Source: an optimization exercise on an open RTL-to-GDS flow (aim: small area, a short achievable clock period and few clock cycles). Production flows keep margins and buffers that such runs may drop.
Function was checked by simulation only, so behaviour that the tests miss may differ from the original.
No activity file was given, so power comes from the tool's default toggle rates.

// mips
module mips (
    input          reset,
    input          clk,
    input  [ 31:0] i_inst_rdata,
    input  [ 31:0] m_data_rdata,
    output [ 31:0] i_inst_addr,
    output [ 31:0] m_data_addr,
    output [ 31:0] m_data_wdata,
    output [3 : 0] m_data_byteen,
    output [ 31:0] m_inst_addr,
    output         w_grf_we,
    output [  4:0] w_grf_addr,
    output [ 31:0] w_grf_wdata,
    output [ 31:0] w_inst_addr
);
Size in the first run: ~9100 cells after synthesis, ~1400 flip-flops, about 89000 µm² of cells after synthesis.
==> flow/config.mk <==
export PLATFORM = sky130hd
export DESIGN_NAME = mips
export DESIGN_NICKNAME = mips
export VERILOG_FILES = /design/flow/design.v
export SDC_FILE = /design/flow/constraint.sdc
export NUM_CORES = 4
export LEC_CHECK = 0
export CAP_MARGIN = 20
export CORE_MARGIN = 2
export CORE_UTILIZATION = 50
export PLACE_DENSITY = 0.65
export SLEW_MARGIN = 20
==> flow/constraint.sdc <==
create_clock -name core_clock -period 20.0 [get_ports {clk}]
set_input_delay 4.0000 -clock core_clock [delete_from_list [all_inputs] [get_ports {clk}]]
set_output_delay 4.0000 -clock core_clock [all_outputs]
set_load 0.01 [all_outputs]
standard.sh (not shown) runs the stock make flow with config.mk's settings and CLKGATE_MAP_FILE= SYNTH_SCRIPT=/design/flow/synth_recipe.tcl, a recipe that flattens the netlist after the stock synthesis.
==> flow/flow/run.sh <==
#!/bin/bash
# Standard ORFS flow (the standard.sh: unchanged synthesis, floorplan,
# power grid and routing), with timing repair aimed at the period the
# design can reach instead of the 20 ns clock (setup margin), plain port
# buffers and sizing not limited to same-footprint cells. make's output
# goes to flow.log; each ORFS step keeps its own log under orfs/logs.
set -euo pipefail
bash standard.sh \
  SETUP_SLACK_MARGIN=12.2 \
  MATCH_CELL_FOOTPRINT=0 \
  "BUFFER_PORTS_ARGS=-buffer_cell sky130_fd_sc_hd__buf_2" \
  finish > flow.log 2>&1
The first run finished clean.
Testbench counts at the start, summed over its fixed seeds: cycles 41,537.
Change:
==> flow/flow/run.sh (replaced) <==
#!/bin/bash
# Standard ORFS flow (the standard.sh: unchanged synthesis, floorplan,
# power grid and routing), with timing repair aimed at the period the
# design can reach instead of the 20 ns clock (setup margin), plain port
# buffers, sizing not limited to same-footprint cells, cell padding for pin
# access, and a clock tree with larger sink clusters and no dummy loads.
# make's output goes to flow.log; each ORFS step keeps its own log under
# orfs/logs.
set -euo pipefail
bash standard.sh \
  SETUP_SLACK_MARGIN=12.2 \
  MATCH_CELL_FOOTPRINT=0 \
  "BUFFER_PORTS_ARGS=-buffer_cell sky130_fd_sc_hd__buf_2" \
  CELL_PAD_IN_SITES_GLOBAL_PLACEMENT=2 \
  CELL_PAD_IN_SITES_DETAIL_PLACEMENT=1 \
  "CTS_ARGS=-sink_clustering_enable -repair_clock_nets -sink_clustering_size 18 -sink_clustering_max_diameter 100 -dont_use_dummy_load" \
  finish > flow.log 2>&1
Settings changed: CORE_UTILIZATION 50 to 40, PLACE_DENSITY 0.65 to 0.6.
Count of clock-buffer cells in the layout went down by 94.
Wire length is higher by about 12%.
Core utilization went down by 12 points.
Power went down by 8.9%.
Die area rises by 25%.
Via count came out lower by about 1.3%.
Sequential share of layout area rises by 0.64 points.
Clock skew is higher by 0.080 ns.
Change:
==> flow/flow/run.sh (replaced) <==
#!/bin/bash
# Standard ORFS flow (the standard.sh: unchanged synthesis, floorplan,
# power grid and routing), with timing repair aimed at the period the
# design can reach instead of the 20 ns clock (setup margin), plain port
# buffers, sizing not limited to same-footprint cells, and cell padding
# for pin access. make's output goes to flow.log; each ORFS step keeps its
# own log under orfs/logs.
set -euo pipefail
bash standard.sh \
  SETUP_SLACK_MARGIN=12.2 \
  MATCH_CELL_FOOTPRINT=0 \
  "BUFFER_PORTS_ARGS=-buffer_cell sky130_fd_sc_hd__buf_2" \
  CELL_PAD_IN_SITES_GLOBAL_PLACEMENT=2 \
  CELL_PAD_IN_SITES_DETAIL_PLACEMENT=1 \
  finish > flow.log 2>&1
The changed run went through all stages and came out clean.
Die area is unchanged.
Cell count rises slightly.
Register-to-register slack is worse by 0.04 ns.
Wire length rises slightly.
Setup slack is about the same.
Sequential cell count is unchanged.
Clock-buffer cell count rose by 106.
Change:
==> flow/flow/run.sh (replaced) <==
#!/bin/bash
# Standard ORFS flow (the standard.sh, unchanged synthesis, floorplan,
# power grid and routing), with timing repair aimed at the period the
# design can reach instead of the 20 ns clock, full-size port buffers,
# and sizing not limited to same-footprint cells.
set -euo pipefail
bash standard.sh \
  SETUP_SLACK_MARGIN=11.5 \
  MATCH_CELL_FOOTPRINT=0 \
  "BUFFER_PORTS_ARGS=-buffer_cell sky130_fd_sc_hd__buf_2" \
  finish > flow.log 2>&1
Die area stays the same.
Fmax came out lower by 4.0%.
Routed wire length shrinks by 7.9%.
Cell count came out lower by 0.52%.
Change:
==> flow/run.sh (new file) <==
#!/bin/bash
# synth_recipe.tcl (not shown) runs the flow's synth.tcl, then flattens the netlist and writes it again
# the make line also repeats each setting of config.mk as NAME=value (left out here)
make -C /OpenROAD-flow-scripts/flow DESIGN_CONFIG=/design/flow/config.mk WORK_HOME=/design/flow/orfs CLKGATE_MAP_FILE= SYNTH_SCRIPT=/design/flow/synth_recipe.tcl finish
removed: flow/flow/run.sh
removed: flow/standard.sh
After rerunning: Die area is unchanged. Clock power is about the same. Clock skew stays flat.

==> re-timing with driven ports <==
The results above use ideal ports. As a check the final layouts listed here were re-extracted and re-timed, cells and wires unchanged.
Step 1 sets driving cells, clkbuf_16 on the clock port and buf_2 on the other inputs (assumed; they add their load-dependent delay and slew).
Step 2, shift: input delay + t, output delay - t, t = (earliest + latest rising clock arrival at the registers) / 2. This alone moves slack from input paths to output paths.
a / b / c = no drivers / after step 1 / after step 2; a / b = the first two.
run	t, ns	slack for setup (ns)	hold WS [ns]	pins driven straight from the clock port
the first run	0.942	11.653 / 11.605 / 11.605	0.345 / 0.345 / 0.345	1
the second run	0.887	11.655 / 11.610 / 11.610	0.348 / 0.348 / 0.348	1
the third run	0.975	11.655 / 11.610 / 11.610	0.343 / 0.343 / 0.343	1
the fourth run	0.923	11.306 / 11.306 / 11.306	0.345 / 0.345 / 0.345	1
the fifth run	0.929	10.335 / 10.311 / 10.311	0.350 / 0.350 / 0.350	1
After both steps every run listed still meets setup and hold. For the first run, which loses most, drivers alone change the setup slack by -0.048 ns; drivers and shift together by -0.048 ns.
